From an optimization exercise on the open Yosys and OpenROAD flow, aimed at small area; shortcuts taken in it are not production practice. Function not checked in this run: the RTL went through the layout flow alone. Power figures rest on the tool's default switching activity, not on a simulated workload.

[flow/run.sh]
#!/bin/bash
# synth_recipe.tcl (not shown) runs the flow's synth.tcl, then flattens the netlist and writes it again
# the make line also repeats each setting of config.mk as NAME=value (left out here)
make -C /OpenROAD-flow-scripts/flow DESIGN_CONFIG=/design/flow/config.mk WORK_HOME=/design/flow/orfs CLKGATE_MAP_FILE= SYNTH_SCRIPT=/design/flow/synth_recipe.tcl finish
[flow/config.mk]
export PLATFORM = sky130hd
export DESIGN_NAME = ms53l
export DESIGN_NICKNAME = ms53l
export VERILOG_FILES = /design/flow/design.v
export SDC_FILE = /design/flow/constraint.sdc
export NUM_CORES = 4
export LEC_CHECK = 0
export CAP_MARGIN = 20
export CORE_MARGIN = 2
export CORE_UTILIZATION = 40
export SLEW_MARGIN = 20
[flow/constraint.sdc]
create_clock -name core_clock -period 10.0 [get_ports {clk}]
set_input_delay 2.0000 -clock core_clock [delete_from_list [all_inputs] [get_ports {clk}]]
set_output_delay 2.0000 -clock core_clock [all_outputs]
set_load 0.01 [all_outputs]
[flow/design.v]
module uart_recv(
    input			     clk,                   
    input              rst_n,                 
    input              uart_rxd,                  
    output  reg        uart_done,                 
    output  reg [7:0]  uart_data,                  
	 output      [15:0]  data_two_byte
    );
parameter  CLK_FREQ = 50000000;                 
parameter  UART_BPS = 9600;                     
localparam  BPS_CNT  = CLK_FREQ/UART_BPS;       
reg        uart_rxd_d0;
reg        uart_rxd_d1;
reg [15:0] clk_cnt;                               
reg [7:0]  rxdata;
reg [3:0]  rx_cnt;
reg        rx_flag;
wire       start_flag;
assign  start_flag = uart_rxd_d1 & (~uart_rxd_d0);    
always @(posedge clk or negedge rst_n) begin 
    if (!rst_n) begin 
        uart_rxd_d0 <= 1'b0;
        uart_rxd_d1 <= 1'b0;          
    end
    else begin
        uart_rxd_d0  <= uart_rxd;                   
        uart_rxd_d1  <= uart_rxd_d0;
    end   
end
always @(posedge clk or negedge rst_n) begin         
    if (!rst_n)                                  
        rx_flag <= 1'b0;
    else begin
        if(start_flag)                           
            rx_flag <= 1'b1;                     
        else if((rx_cnt == 4'd9) && (clk_cnt == BPS_CNT/2))
            rx_flag <= 1'b0;                     
        else
            rx_flag <= rx_flag;
    end
end
always @(posedge clk or negedge rst_n) begin         
    if (!rst_n)                             
        clk_cnt <= 16'd0;                                  
    else if ( rx_flag ) begin              
        if (clk_cnt < BPS_CNT - 1)
            clk_cnt <= clk_cnt + 1'b1;
        else
            clk_cnt <= 16'd0;              
    end
    else                              				
        clk_cnt <= 16'd0;						 
end
always @(posedge clk or negedge rst_n) begin         
    if (!rst_n)                             
        rx_cnt  <= 4'd0;
    else if ( rx_flag ) begin                 
        if (clk_cnt == BPS_CNT - 1)				 
            rx_cnt <= rx_cnt + 1'b1;			 
        else
            rx_cnt <= rx_cnt;       
    end
	 else
        rx_cnt  <= 4'd0;						 
end
always @(posedge clk or negedge rst_n) begin 
    if ( !rst_n)  
        rxdata <= 8'd0;                                     
    else if(rx_flag)                             
        if (clk_cnt == BPS_CNT/2) begin          
            case ( rx_cnt )
             4'd1 : rxdata[0] <= uart_rxd_d1;    
             4'd2 : rxdata[1] <= uart_rxd_d1;
             4'd3 : rxdata[2] <= uart_rxd_d1;
             4'd4 : rxdata[3] <= uart_rxd_d1;
             4'd5 : rxdata[4] <= uart_rxd_d1;
             4'd6 : rxdata[5] <= uart_rxd_d1;
             4'd7 : rxdata[6] <= uart_rxd_d1;
             4'd8 : rxdata[7] <= uart_rxd_d1;    
             default:;                                    
            endcase
        end
        else 
            rxdata <= rxdata;
    else
        rxdata <= 8'd0;
end
always @(posedge clk or negedge rst_n) begin        
    if (!rst_n) begin
        uart_data <= 8'd0;                               
        uart_done <= 1'b0;
    end
    else if(rx_cnt == 4'd9) begin                
        uart_data <= rxdata;                     
        uart_done <= 1'b1;                       
    end
    else begin
        uart_data <= 8'd0;                                   
        uart_done <= 1'b0; 
    end    
end
reg recv_done_d0;
reg recv_done_d1;
wire recv_done_flag;
assign recv_done_flag = (~recv_done_d1) & recv_done_d0;
always @(posedge clk or negedge rst_n) begin         
    if (!rst_n) begin
        recv_done_d0 <= 1'b0;                                  
        recv_done_d1 <= 1'b0;
    end                                                      
    else begin                                               
        recv_done_d0 <= uart_done;                               
        recv_done_d1 <= recv_done_d0;                            
    end
end
reg [3:0]  cnt_data;
reg [87:0] data_two_byte_reg;
always @(posedge clk or negedge rst_n) begin        
    if (!rst_n) begin
        cnt_data <= 4'd0;
    end
    else if(recv_done_flag) begin          
		  cnt_data <= cnt_data + 1'b1;
    end
    else if(cnt_data == 4'd12)
		  cnt_data <= 4'd0; 
end
always @(posedge clk or negedge rst_n) begin        
    if (!rst_n)
		data_two_byte_reg <= 8'd0;
	 else if(recv_done_flag)begin
	 case(cnt_data)
		4'd1 : data_two_byte_reg[7:0]   <= uart_data;
		4'd2 : data_two_byte_reg[15:8]  <= uart_data;
		4'd3 : data_two_byte_reg[23:16] <= uart_data;
		4'd4 : data_two_byte_reg[31:24] <= uart_data;
		4'd5 : data_two_byte_reg[39:32] <= uart_data;
		4'd6 : data_two_byte_reg[47:40] <= uart_data;
		4'd7 : data_two_byte_reg[55:48] <= uart_data;
		4'd8 : data_two_byte_reg[63:56] <= uart_data;
		4'd9 : data_two_byte_reg[71:64] <= uart_data;
		4'd10: data_two_byte_reg[79:72] <= uart_data;
		4'd11: data_two_byte_reg[87:80] <= uart_data;
		default : ;
	endcase
	end
end
assign data_two_byte = {data_two_byte_reg[63:56],data_two_byte_reg[71:64]};
endmodule	
module uart_send(
    input	           clk,            
    input              rst_n,           
    input              tx_en,             
    input       [ 7:0] tx_din,             
    output             uart_tx_busy,         
    output  reg        uart_txd              
    );
parameter  CLK_FREQ = 50000000;              
parameter  UART_BPS = 9600;                  
localparam  BPS_CNT  = CLK_FREQ/UART_BPS;    
reg [ 3:0] tx_cnt;
reg [ 7:0] tx_data;
reg        tx_flag;
wire       en_flag;
reg        uart_en_d0; 
reg        uart_en_d1;  
reg [15:0] clk_cnt;                            
assign uart_tx_busy = tx_flag;
assign en_flag = (~uart_en_d1) & uart_en_d0;
always @(posedge clk or negedge rst_n) begin         
    if (!rst_n) begin
        uart_en_d0 <= 1'b0;                                  
        uart_en_d1 <= 1'b0;
    end                                                      
    else begin                                               
        uart_en_d0 <= tx_en;                               
        uart_en_d1 <= uart_en_d0;                            
    end
end
always @(posedge clk or negedge rst_n) begin         
    if (!rst_n) begin                                  
        tx_flag <= 1'b0;
        tx_data <= 8'd0;
    end 
    else if (en_flag) begin                  
            tx_flag <= 1'b1;                 
            tx_data <= tx_din;             
        end
        else if ((tx_cnt == 4'd9) && (clk_cnt == BPS_CNT - (BPS_CNT/16))) begin                                       
            tx_flag <= 1'b0;                 
            tx_data <= 8'd0;
        end
        else begin
            tx_flag <= tx_flag;
            tx_data <= tx_data;
        end 
end
always @(posedge clk or negedge rst_n) begin         
    if (!rst_n)                             
        clk_cnt <= 16'd0;                                  
    else if (tx_flag) begin                  
        if (clk_cnt < BPS_CNT - 1)
            clk_cnt <= clk_cnt + 1'b1;
        else
            clk_cnt <= 16'd0;                
    end
    else                             
        clk_cnt <= 16'd0; 				         
end
always @(posedge clk or negedge rst_n) begin         
    if (!rst_n)                             
        tx_cnt <= 4'd0;
    else if (tx_flag) begin                
        if (clk_cnt == BPS_CNT - 1)			 
            tx_cnt <= tx_cnt + 1'b1;		 
        else
            tx_cnt <= tx_cnt;       
    end
    else                              
        tx_cnt  <= 4'd0;				     
end
always @(posedge clk or negedge rst_n) begin        
    if (!rst_n)  
        uart_txd <= 1'b1;        
    else if (tx_flag)
        case(tx_cnt)
            4'd0: uart_txd <= 1'b0;          
            4'd1: uart_txd <= tx_data[0];    
            4'd2: uart_txd <= tx_data[1];
            4'd3: uart_txd <= tx_data[2];
            4'd4: uart_txd <= tx_data[3];
            4'd5: uart_txd <= tx_data[4];
            4'd6: uart_txd <= tx_data[5];
            4'd7: uart_txd <= tx_data[6];
            4'd8: uart_txd <= tx_data[7];    
            4'd9: uart_txd <= 1'b1;          
            default: ;
        endcase
    else 
        uart_txd <= 1'b1;                    
end
endmodule	          
module reg_7Byte(
	input				clk,
	input				rst_n,
	input				flag_start,
	input            	tx_busy, 
    output reg       	tx_en,                  
    output reg  [7:0] 	tx_data
);
reg		start_en;
always @(posedge clk or negedge rst_n)begin
	if(!rst_n)
		start_en <= 1'b0;
	else if(cnt_data == 5'd11)
		start_en <= 1'b0;
	else if(flag_start)
		start_en <= 1'b1;
	else
		start_en <= start_en;
end
reg [15:0] cnt_give_pos;
always @(posedge clk or negedge rst_n)begin
	if(!rst_n)
		cnt_give_pos <= 16'd0;
	else 
		if(start_en) begin
			if(cnt_give_pos == 16'd4900)
				cnt_give_pos <= 16'd0;
			else
				cnt_give_pos <= cnt_give_pos + 1'b1;
		end
end
reg	give_en;
always @(posedge clk or negedge rst_n)begin
	if(!rst_n)
		give_en	<= 1'b0;
	else if(cnt_give_pos == 16'd4900)
		give_en <= 1'b1;
	else 
		give_en <= 1'b0;
end
reg [4:0]	cnt_data;
always @(posedge clk or negedge rst_n)begin
	if(!rst_n)begin
		cnt_data <= 4'b0;
	end
	else 
		if(start_en)begin
			if(give_en)begin
				cnt_data <= cnt_data + 1'b1;
			end
			else begin
				cnt_data <= cnt_data;
			end
		end
		else begin
			cnt_data <= 4'd0;
		end
end
reg [7:0] data_r;
always @(posedge clk or negedge rst_n)begin
	if(!rst_n)begin
		data_r <= 8'b0;
	end
	else case(cnt_data)
			4'd0  	: data_r <= 8'h51;	 
			4'd1		: data_r <= 8'h0B;	 
			4'd2    	: data_r <= 8'h00;	 
			4'd3		: data_r <= 8'h01;
			4'd4		: data_r <= 8'h00;	 
			4'd5		: data_r <= 8'h05;	 
			4'd6  	: data_r <= 8'h02;  	 
			4'd7  	: data_r <= 8'h00;	 
			4'd8  	: data_r <= 8'h64;
			4'd9		: data_r <= 8'h0D;	 
			4'd10		: data_r <= 8'h0A;
			default : ;
	endcase
end
reg tx_ready;
always @(posedge clk or negedge rst_n) begin         
    if (!rst_n) begin
        tx_ready  <= 1'b0; 
        tx_en   <= 1'b0;
        tx_data <= 8'd0;
    end                                                      
    else begin                                               
        if(give_en)begin                 
            tx_ready  <= 1'b1;                   
            tx_en   <= 1'b0;
            tx_data <= data_r;              
        end
        else if(tx_ready && (~tx_busy)) begin    
            tx_ready <= 1'b0;                    
            tx_en  <= 1'b1;                    
        end
    end
end
endmodule
module  bcd_8421
(
    input   wire            sys_clk     ,    
    input   wire            sys_rst_n   ,    
    input   wire    [19:0]  data        ,    
    output  reg     [3:0]   unit        ,    
    output  reg     [3:0]   ten         ,    
    output  reg     [3:0]   hun         ,    
    output  reg     [3:0]   tho         ,    
    output  reg     [3:0]   t_tho       ,    
    output  reg     [3:0]   h_hun            
);
reg     [4:0]   cnt_shift   ;    
reg     [43:0]  data_shift  ;    
reg             shift_flag  ;    
always@(posedge sys_clk or negedge sys_rst_n)
    if(sys_rst_n == 1'b0)
        cnt_shift   <=  5'd0;
    else    if((cnt_shift == 5'd21) && (shift_flag == 1'b1))
        cnt_shift   <=  5'd0;
    else    if(shift_flag == 1'b1)
        cnt_shift   <=  cnt_shift + 1'b1;
    else
        cnt_shift   <=  cnt_shift;
always@(posedge sys_clk or negedge sys_rst_n)
    if(sys_rst_n == 1'b0)
        data_shift  <=  44'b0;
    else    if(cnt_shift == 5'd0)
        data_shift  <=  {24'b0,data};
    else    if((cnt_shift <= 20) && (shift_flag == 1'b0))
        begin
            data_shift[23:20]   <=  (data_shift[23:20] > 4) ? (data_shift[23:20] + 2'd3) : (data_shift[23:20]);
            data_shift[27:24]   <=  (data_shift[27:24] > 4) ? (data_shift[27:24] + 2'd3) : (data_shift[27:24]);
            data_shift[31:28]   <=  (data_shift[31:28] > 4) ? (data_shift[31:28] + 2'd3) : (data_shift[31:28]);
            data_shift[35:32]   <=  (data_shift[35:32] > 4) ? (data_shift[35:32] + 2'd3) : (data_shift[35:32]);
            data_shift[39:36]   <=  (data_shift[39:36] > 4) ? (data_shift[39:36] + 2'd3) : (data_shift[39:36]);
            data_shift[43:40]   <=  (data_shift[43:40] > 4) ? (data_shift[43:40] + 2'd3) : (data_shift[43:40]);
        end
    else    if((cnt_shift <= 20) && (shift_flag == 1'b1))
        data_shift  <=  data_shift << 1;
    else
        data_shift  <=  data_shift;
always@(posedge sys_clk or negedge sys_rst_n)
    if(sys_rst_n == 1'b0)
        shift_flag  <=  1'b0;
    else
        shift_flag  <=  ~shift_flag;
always@(posedge sys_clk or negedge sys_rst_n)
    if(sys_rst_n == 1'b0)
        begin
            unit    <=  4'b0;
            ten     <=  4'b0;
            hun     <=  4'b0;
            tho     <=  4'b0;
            t_tho   <=  4'b0;
            h_hun   <=  4'b0;
        end
    else    if(cnt_shift == 5'd21)
        begin
            unit    <=  data_shift[23:20];
            ten     <=  data_shift[27:24];
            hun     <=  data_shift[31:28];
            tho     <=  data_shift[35:32];
            t_tho   <=  data_shift[39:36];
            h_hun   <=  data_shift[43:40];
        end
endmodule
module  seg_dynamic
(
    input   wire            sys_clk     ,  
    input   wire            sys_rst_n   ,  
    input   wire    [19:0]  data        ,  
    input   wire    [5:0]   point       ,  
    input   wire            seg_en      ,  
    input   wire            sign        ,  
    output  reg     [5:0]   sel         ,  
    output  reg     [7:0]   seg            
);
parameter   CNT_MAX =   16'd999;     
wire    [3:0]   unit        ;    
wire    [3:0]   ten         ;    
wire    [3:0]   hun         ;    
wire    [3:0]   tho         ;    
wire    [3:0]   t_tho       ;    
wire    [3:0]   h_hun       ;    
reg     [23:0]  data_reg    ;    
reg     [15:0]  cnt_1ms     ;    
reg             flag_1ms    ;    
reg     [2:0]   cnt_sel     ;    
reg     [5:0]   sel_reg     ;    
reg     [3:0]   data_disp   ;    
reg             dot_disp    ;    
 always@(posedge sys_clk or  negedge sys_rst_n)
    if(sys_rst_n == 1'b0)
        data_reg    <=  24'b0;
    else    if((h_hun) || (point[5]))
        data_reg    <=  {h_hun,t_tho,tho,hun,ten,unit};
    else    if(((t_tho) || (point[4])) && (sign == 1'b1)) 
        data_reg <= {4'd10,t_tho,tho,hun,ten,unit}; 
    else    if(((t_tho) || (point[4])) && (sign == 1'b0))
        data_reg <= {4'd11,t_tho,tho,hun,ten,unit}; 
    else    if(((tho) || (point[3])) && (sign == 1'b1))
        data_reg <= {4'd11,4'd10,tho,hun,ten,unit};
    else    if(((tho) || (point[3])) && (sign == 1'b0))
        data_reg <= {4'd11,4'd11,tho,hun,ten,unit};
    else    if(((hun) || (point[2])) && (sign == 1'b1))
        data_reg <= {4'd11,4'd11,4'd10,hun,ten,unit};
    else    if(((hun) || (point[2])) && (sign == 1'b0))
        data_reg <= {4'd11,4'd11,4'd11,hun,ten,unit};
    else    if(((ten) || (point[1])) && (sign == 1'b1))
        data_reg <= {4'd11,4'd11,4'd11,4'd10,ten,unit};
    else    if(((ten) || (point[1])) && (sign == 1'b0))
        data_reg <= {4'd11,4'd11,4'd11,4'd11,ten,unit};
    else    if(((unit) || (point[0])) && (sign == 1'b1))
        data_reg <= {4'd11,4'd11,4'd11,4'd11,4'd10,unit};
    else
        data_reg <= {4'd11,4'd11,4'd11,4'd11,4'd11,unit};
always@(posedge sys_clk or negedge sys_rst_n)
    if(sys_rst_n == 1'b0)
        cnt_1ms <=  16'd0;
    else    if(cnt_1ms == CNT_MAX)
        cnt_1ms <=  16'd0;
    else
        cnt_1ms <=  cnt_1ms + 1'b1;
always@(posedge sys_clk or negedge sys_rst_n)
    if(sys_rst_n == 1'b0)
        flag_1ms    <=  1'b0;
    else    if(cnt_1ms == CNT_MAX - 1'b1)
        flag_1ms    <=  1'b1;
    else
        flag_1ms    <=  1'b0;
always@(posedge sys_clk or negedge sys_rst_n)
    if(sys_rst_n == 1'b0)
        cnt_sel <=  3'd0;
    else    if((cnt_sel == 3'd5) && (flag_1ms == 1'b1))
        cnt_sel <=  3'd0;
    else    if(flag_1ms == 1'b1)
        cnt_sel <=  cnt_sel + 1'b1;
    else
        cnt_sel <=  cnt_sel;
always@(posedge sys_clk or negedge sys_rst_n)
    if(sys_rst_n == 1'b0)
        sel_reg <=  6'b000_000;
    else    if((cnt_sel == 3'd0) && (flag_1ms == 1'b1))
        sel_reg <=  6'b000_001;
    else    if(flag_1ms == 1'b1)
        sel_reg <=  sel_reg << 1;
    else
        sel_reg <=  sel_reg;
always@(posedge sys_clk or  negedge sys_rst_n)
    if(sys_rst_n == 1'b0)
        data_disp    <=  4'b0;
    else    if((seg_en == 1'b1) && (flag_1ms == 1'b1))
        case(cnt_sel)
        3'd0:   data_disp    <=  data_reg[3:0]  ;   
        3'd1:   data_disp    <=  data_reg[7:4]  ;   
        3'd2:   data_disp    <=  data_reg[11:8] ;   
        3'd3:   data_disp    <=  data_reg[15:12];   
        3'd4:   data_disp    <=  data_reg[19:16];   
        3'd5:   data_disp    <=  data_reg[23:20];   
        default:data_disp    <=  4'b0        ;
        endcase
    else
        data_disp   <=  data_disp;
always@(posedge sys_clk or negedge sys_rst_n)
    if(sys_rst_n == 1'b0)
        dot_disp    <=  1'b1;
    else    if(flag_1ms == 1'b1)
        dot_disp    <=  ~point[cnt_sel];
    else
        dot_disp    <=  dot_disp;
always@(posedge sys_clk or  negedge sys_rst_n)
    if(sys_rst_n == 1'b0)
        seg <=  8'b1111_1111;
    else    
        case(data_disp)
            4'd0  : seg  <=  {dot_disp,7'b100_0000};     
            4'd1  : seg  <=  {dot_disp,7'b111_1001};     
            4'd2  : seg  <=  {dot_disp,7'b010_0100};     
            4'd3  : seg  <=  {dot_disp,7'b011_0000};     
            4'd4  : seg  <=  {dot_disp,7'b001_1001};     
            4'd5  : seg  <=  {dot_disp,7'b001_0010};     
            4'd6  : seg  <=  {dot_disp,7'b000_0010};     
            4'd7  : seg  <=  {dot_disp,7'b111_1000};     
            4'd8  : seg  <=  {dot_disp,7'b000_0000};     
            4'd9  : seg  <=  {dot_disp,7'b001_0000};     
            4'd10 : seg  <=  8'b1011_1111          ;     
            4'd11 : seg  <=  8'b1111_1111          ;     
            default:seg  <=  8'b1100_0000;
        endcase
always@(posedge sys_clk or negedge sys_rst_n)
    if(sys_rst_n == 1'b0)
        sel <=  6'b000_000;
    else
        sel <=  sel_reg;
bcd_8421    bcd_8421_inst
(
    .sys_clk     (sys_clk  ),    
    .sys_rst_n   (sys_rst_n),    
    .data        (data     ),    
    .unit        (unit     ),    
    .ten         (ten      ),    
    .hun         (hun      ),    
    .tho         (tho      ),    
    .t_tho       (t_tho    ),    
    .h_hun       (h_hun    )     
);
endmodule
module  hc595_ctrl
(
    input   wire            sys_clk     ,    
    input   wire            sys_rst_n   ,    
    input   wire    [5:0]   sel         ,    
    input   wire    [7:0]   seg         ,    
    output  reg             stcp        ,    
    output  reg             shcp        ,    
    output  reg             ds          ,    
    output  wire            oe               
);
reg     [1:0]   cnt_4   ;    
reg     [3:0]   cnt_bit ;    
wire    [13:0]  data    ;    
assign  data = {seg[0],seg[1],seg[2],seg[3],seg[4],seg[5],seg[6],seg[7],sel};
assign oe = ~sys_rst_n;
always@(posedge sys_clk or  negedge sys_rst_n)
    if(sys_rst_n == 1'b0)
        cnt_4 <=  2'd0;
    else    if(cnt_4 == 2'd3)
        cnt_4 <=  2'd0;
    else
        cnt_4 <=  cnt_4 +   1'b1;
always@(posedge sys_clk or  negedge sys_rst_n)
    if(sys_rst_n == 1'b0)
        cnt_bit   <=  4'd0;
    else    if(cnt_4 == 2'd3 && cnt_bit == 4'd13)
        cnt_bit   <=  4'd0;
    else    if(cnt_4  ==  2'd3)
        cnt_bit   <=  cnt_bit   +   1'b1;
    else
        cnt_bit   <=  cnt_bit;
always@(posedge sys_clk or  negedge sys_rst_n)
    if(sys_rst_n == 1'b0)
        stcp    <=  1'b0;
    else    if(cnt_bit == 4'd13 && cnt_4 == 2'd3)
        stcp    <=  1'b1;
    else
        stcp    <=  1'b0;
always@(posedge sys_clk or  negedge sys_rst_n)
    if(sys_rst_n == 1'b0)
        shcp    <=  1'b0;
    else    if(cnt_4 >= 4'd2)
        shcp    <=  1'b1;
    else
        shcp    <=  1'b0;
always@(posedge sys_clk or  negedge sys_rst_n)
    if(sys_rst_n == 1'b0)
        ds  <=  1'b0;
    else    if(cnt_4 == 2'd0)
        ds  <=  data[cnt_bit];
    else
        ds  <=  ds;
endmodule
module  seg_595_dynamic
(
    input   wire            sys_clk     ,  
    input   wire            sys_rst_n   ,  
    input   wire    [19:0]  data        ,  
    input   wire    [5:0]   point       ,  
    input   wire            seg_en      ,  
    input   wire            sign        ,  
    output  wire            stcp        ,  
    output  wire            shcp        ,  
    output  wire            ds          ,  
    output  wire            oe             
);
wire    [5:0]   sel;     
wire    [7:0]   seg;     
seg_dynamic seg_dynamic_inst
(
    .sys_clk     (sys_clk  ),    
    .sys_rst_n   (sys_rst_n),    
    .data        (data     ),    
    .point       (point    ),    
    .seg_en      (seg_en   ),    
    .sign        (sign     ),    
    .sel         (sel      ),    
    .seg         (seg      )     
);
hc595_ctrl  hc595_ctrl_inst
(
    .sys_clk     (sys_clk  ),    
    .sys_rst_n   (sys_rst_n),    
    .sel         (sel      ),    
    .seg         (seg      ),    
    .stcp        (stcp     ),    
    .shcp        (shcp     ),    
    .ds          (ds       ),    
    .oe          (oe       )
);
endmodule
module ms53l(
	input			clk,
	input			rst_n,
	input			key_in,			 
	input			uart_rx,			 
	output		uart_tx,			 
	input			uart_rx_ms53l,
	output		uart_tx_ms531,
	 output  reg             led_out,
    output  wire            stcp        , 
    output  wire            shcp        , 
    output  wire            ds          , 
    output  wire            oe            
);
assign uart_tx = uart_rx_ms53l;
reg touch_key_dly1 ;  
reg touch_key_dly2 ;  
wire touch_en ;  
assign touch_en = touch_key_dly2 & (~touch_key_dly1);
always@(posedge clk or negedge rst_n) begin
	if(rst_n == 1'b0) begin
	 touch_key_dly1 <= 1'b0;
	 touch_key_dly2 <= 1'b0;
   end
   else begin
	 touch_key_dly1 <= key_in;
	 touch_key_dly2 <= touch_key_dly1;
   end
end
always@(posedge clk or negedge rst_n) begin
	if(rst_n == 1'b0)
		led_out <= 1'b1;
   else if(touch_en)
		led_out <= ~led_out;
end
wire       uart_recv_done;               
wire [7:0] uart_recv_data;               
wire       uart_send_en;                
wire [7:0] uart_send_data;              
wire       uart_tx_busy;                 
wire	[7:0]	data_ms53l;
wire [15:0] data_wire;
wire [15:0] data_two_byte_wire;
parameter  CLK_FREQ = 50000000;        
parameter  UART_BPS = 115200;    
uart_recv #(                          
    .CLK_FREQ       (CLK_FREQ),         
    .UART_BPS       (UART_BPS))        
u_uart_recv(                 
    .clk            (clk), 
    .rst_n          (rst_n),
    .uart_rxd       (uart_rx_ms53l),
    .uart_done      (uart_recv_done),
    .uart_data      (uart_recv_data),
	 .data_two_byte  (data_two_byte_wire)
    );
uart_send #(                          
    .CLK_FREQ       (CLK_FREQ),         
    .UART_BPS       (UART_BPS))         
u_uart_send(                 
    .clk            (clk),
    .rst_n          (rst_n),
    .tx_en          (uart_send_en),
    .tx_din         (uart_send_data),
    .uart_tx_busy   (uart_tx_busy),
    .uart_txd       (uart_tx_ms531)
    );
reg_7Byte reg_7Byte_u(
	.clk(clk),
	.rst_n(rst_n),
	.flag_start(touch_en),
	.tx_busy(uart_tx_busy), 
    .tx_en(uart_send_en),                  
    .tx_data(uart_send_data)
);
seg_595_dynamic    seg_595_dynamic_inst
(
    .sys_clk    (clk   		),   
    .sys_rst_n  (rst_n 		),   
	 .data       ({4'b0000,data_two_byte_wire}),
    .point      (6'b0      ),
    .seg_en     (1'b1      ),
    .sign       (1'b0      ),
    .stcp       (stcp      ),   
    .shcp       (shcp      ),   
    .ds         (ds        ),   
    .oe         (oe        )
);
endmodule
==> notes.md <==
| Result | Value |
|---|---|
| Result of the run | timing/DRC/antenna clean |
| Worst Min Path Start | u_uart_recv.uart_done |
| Chip height | 185 um |
| Starting Density | 0.404 |
| Part of the Yosys area used for sequential elements | 0.549 |
| Highest attainable clock frequency | 197 MHz |
| Footprint of the multi-input gates | 5450 sq um |
| Layout cell share with drive strength beyond 1 | 0.0873 |
| Part of the total power dissipated in sequential elements | 0.470 |
| CTS tree | built |
| Number of resized instances in the post-cts repair step | 0 |
| Post-detailed-route wirelength per cell | 14.0 um |
| Class of the most critical setup path | primary input to primary output |
| Core area | 32,400 sq um |
| Fraction of power spent switching nets | 0.210 |
| Number of vias after detailed routing | 8,880 |
| Reg-to-reg setup timing slack | 7.39 ns |
| Area of the die | 34,100 sq um |
| Largest clock skew in the final design | 0.0135 ns |
| Post-synthesis cell area | 13,100 sq um |
| Number of CTS-inserted buffers | 34 |
| Psw | 0.536 mW |
| Synthesized flop and latch total | 286 |
| Post-route setup slack | 4.92 ns |
| Remaining antenna violation count after routing | 0 |
| Mapped Avg Cell Area | 10.5 sq um |
| Internal cell power | 2.02 mW |
| Clock network fraction of design power | 0.499 |
| Number of enable-type register cells in the synthesized netlist | 0 |
| Number of remaining DRC errors | 0 |
| Share of flip-flops with an asynchronous set or reset after synthesis | 1.00 |
| # placed instances | 1,652 |
| Cell at the root of the clock tree | sky130_fd_sc_hd__clkbuf_16 |
| Worst-margin pin slew | 0.983 ns |
| Top flip-flop cell by instance count after synthesis | sky130_fd_sc_hd__dfrtp_1 |
| Required time at the worst-slack endpoint | 8.00 ns |
| Critical Path Fanout Max | 94 |
| Number of buffers inserted by port buffering | 10 |
| Detailed placer's ending HPWL | 15,400 um |
| Total wirelength of the detailed-routed design | 24,000 um |
| Number of synthesis warnings | 7 |
| Logic gate share of total power | 0.031 |
| GRT Residual Overflow | 0 |
| First-pass GRT wire length | 42,400 um |
| Starting DRT DRC Count | 541 |
| Worst Path Arrival | 3.08 ns |
| Clk Latency, worst-skew pair | 0.50 ns |
| Die Span X | 185 um |
| Worst slew margin relative to its limit | 0.344 |
| Worst slack after detailed placement | 4.82 ns |
| Final setup violation count | 0 |
| Clock Sinks | 286 |
| CTS clock-pin slew for the worst setup and hold paths | 0.05 ns |
| Number of setup buffers added after CTS | 0 |
| Pleak | 6.60 nW |
| Number of hold buffers added after cts | 0 |
| Period Utilization, post-route | 0.508 |
| Worst vdd ir | 0.000104 V |
| WHS | 0.347 ns |
| Startpoint type of the worst setup path | primary input |
| FP Rows | 66 |
| Worst min-delay path class | flop to flop |
| GP Congestion | 0.792 |
| Number of optimization iterations in the first detailed-route pass | 6 |
| First element of the critical path | rst_n |
| Number of antenna violations at the first check in global routing | 0 |
| Via/cell ratio | 5.18 |
| Maximum number of pins on one net before global-route repair | 95 |
| Total power per unit cell area | 173 nW/um^2 |
| Fill cell count | 3,024 |
| Sort of element at the end of the critical path | primary output |
| Netlist cell types | 73 |
| Slew Viols, Final | 0 |
| # nets final | 1,301 |
| Total of max-cap violations | 0 |
| P&R area growth vs syn | 12.9% |
| Number of global-route vias before repair | 8,783 |
| Sequential standard cell area | 7170 sq um |
| Final antenna diode count | 0 |
| Setup TNS Final | 0 ns |
| Count of pins on the block boundary | 12 |
| H-Tree Depth | 2 |
| Final cell area excluding filler cells | 14,800 sq um |
| Buffer depth of the longest clock path | 3 |
| Global-route usage over all layers | 0.148 |
| Post-route non-filler standard cell count | 1,713 |
| Placed Area | 13,600 sq um |
| Fin. Hold Viols | 0 |
| Unrepaired setup endpoints after global routing | false |
| Final min period | 5.08 ns |
| Synthesized netlist cell count | 1,244 |
-- through the flow --
step / power [mW] / util
2_1_floorplan: 1.26 / -
3_3_place_gp: 1.30 / 0.419
3_5_place_dp: 1.31 / 0.419
4_1_cts: 2.60 / 0.456
5_1_grt: 2.67 / 0.456
6_report: 2.56 / 0.456
-- cells in the final DEF (no fill, tap or decap), types with 10 or more instances in the layout --
master                      count
sky130_fd_sc_hd__nor2_1       115
sky130_fd_sc_hd__mux2i_1       17
sky130_fd_sc_hd__clkbuf_16     35
sky130_fd_sc_hd__nand3_1       58
sky130_fd_sc_hd__a31oi_1       22
sky130_fd_sc_hd__nand4_1       15
sky130_fd_sc_hd__o21ai_0       87
sky130_fd_sc_hd__xnor2_1       35
sky130_fd_sc_hd__and2_1        10
sky130_fd_sc_hd__inv_1         65
sky130_fd_sc_hd__xor2_1        14
sky130_fd_sc_hd__dfrtp_1      276
sky130_fd_sc_hd__ha_1          50
sky130_fd_sc_hd__nor4_1        11
sky130_fd_sc_hd__nand2b_1      22
sky130_fd_sc_hd__dfstp_2       10
sky130_fd_sc_hd__nand2_1      118
sky130_fd_sc_hd__mux2_2        19
sky130_fd_sc_hd__a22o_1        27
sky130_fd_sc_hd__o22ai_1       15
sky130_fd_sc_hd__a21oi_1       29
sky130_fd_sc_hd__nor3_1        12
sky130_fd_sc_hd__conb_1        15
sky130_fd_sc_hd__o21ai_1       13
-- layer usage --
layer	track usage	up-vias	routed length, um
li1	-	4356	-
met1	0.200	4377	11400
met2	0.244	110	11300
met3	0.0265	37	805
met4	0.0429	0	432
met5	0	-	0
-- area by class of cell --
type | count | area share
Sequential cell | 286 | 0.486
Multi-Input combinational cell | 841 | 0.369
Clock buffer | 51 | 0.0695
Tap cell | 442 | 0.0375
Inverter | 65 | 0.0165
Timing Repair Buffer | 18 | 0.0112
Clock inverter | 10 | 0.0104
-- worst max-delay path, stage by stage --
cell                              delay (ns)
sky130_fd_sc_hd__buf_8                  0.48
sky130_fd_sc_hd__inv_1                  0.09
sky130_fd_sc_hd__clkdlybuf4s50_1        0.50
-- power by group through the flow --
stage	Clock [mW]	Sequential (mW)	Combinational, mW
6_report	1.28	1.20	0.0802
5_1_grt	1.37	1.20	0.0931
4_1_cts	1.32	1.20	0.0830
3_5_place_dp	0	1.22	0.0824
3_3_place_gp	0	1.22	0.0803
2_1_floorplan	0	1.22	0.0436
-- cells by family (layout without fill, tap and decap cells) --
logic type                 after synthesis  count (layout)  share of synthesized area
adders and majority gates               50              50                     0.0479
xor gates and xnor gates                49              49                     0.0328
AOI/OAI and AO/OA                      260             260                      0.127
other                                    2              15                   0.000575
buffers and inverters                  130             144                     0.0391
and+or+nand+nor                        419             419                      0.161
muxes                                   48              48                     0.0423
DFF                                    286             286                      0.549
-- cell usage after synthesis, types with 11 or more instances --
| cell | instances | area share |
|---|---|---|
| sky130_fd_sc_hd__a31oi_1 | 22 | 0.011 |
| sky130_fd_sc_hd__mux2i_1 | 17 | 0.013 |
| sky130_fd_sc_hd__nand4_1 | 15 | 0.0072 |
| sky130_fd_sc_hd__nand3_1 | 58 | 0.022 |
| sky130_fd_sc_hd__dfrtp_1 | 276 | 0.53 |
| sky130_fd_sc_hd__inv_1 | 65 | 0.019 |
| sky130_fd_sc_hd__nor2_1 | 115 | 0.033 |
| sky130_fd_sc_hd__mux2_2 | 19 | 0.016 |
| sky130_fd_sc_hd__o21ai_1 | 13 | 0.0050 |
| sky130_fd_sc_hd__ha_1 | 50 | 0.048 |
| sky130_fd_sc_hd__nor4_1 | 11 | 0.0053 |
| sky130_fd_sc_hd__xnor2_1 | 35 | 0.023 |
| sky130_fd_sc_hd__a22o_1 | 27 | 0.018 |
| sky130_fd_sc_hd__nand2_1 | 118 | 0.034 |
| sky130_fd_sc_hd__o21ai_0 | 87 | 0.033 |
| sky130_fd_sc_hd__xor2_1 | 14 | 0.0094 |
| sky130_fd_sc_hd__nor3_1 | 12 | 0.0046 |
| sky130_fd_sc_hd__clkbuf_1 | 53 | 0.015 |
| sky130_fd_sc_hd__nand2b_1 | 22 | 0.011 |
| sky130_fd_sc_hd__o22ai_1 | 15 | 0.0072 |
| sky130_fd_sc_hd__a21oi_1 | 29 | 0.011 |
-- worst paths after layout --
| path | to | depth (start not counted) |
|---|---|---|
| worst max-delay path | oe | 3 |
| worst min-delay path | u_uart_recv.recv_done_d0 | 0 |
| worst max register to register | flop | 5 |
| worst min register to register | u_uart_recv.recv_done_d0 | 0 |
| max in group asynchronous | reg_7Byte_u.cnt_give_pos[4] | 3 |
| min in group asynchronous | seg_595_dynamic_inst.seg_dynamic_inst.cnt_1ms[13] | 1 |

[what the ideal ports hide]
Ports are ideal in the flow. The routed layout listed here was re-timed in OpenROAD. Step 1 assumes that a clkbuf_16 drives the clock port and a buf_2 every other input. Step 2 times the ports against the registers' clock, not the clock port: input delays grow and output delays shrink by t, the midpoint of the rising clock arrivals with the driver on. Slacks: ideal / step 1 / step 2; pairs: ideal / step 1.
shift t [ns]: 0.545
slack for setup (ns): 4.919 / 4.868 / 4.868
hold WS [ns]: 0.347 / 0.347 / 0.347
After both steps this run still meets setup and hold. The setup slack of this run moves by -0.051 ns with the drivers and by -0.051 ns with both steps.
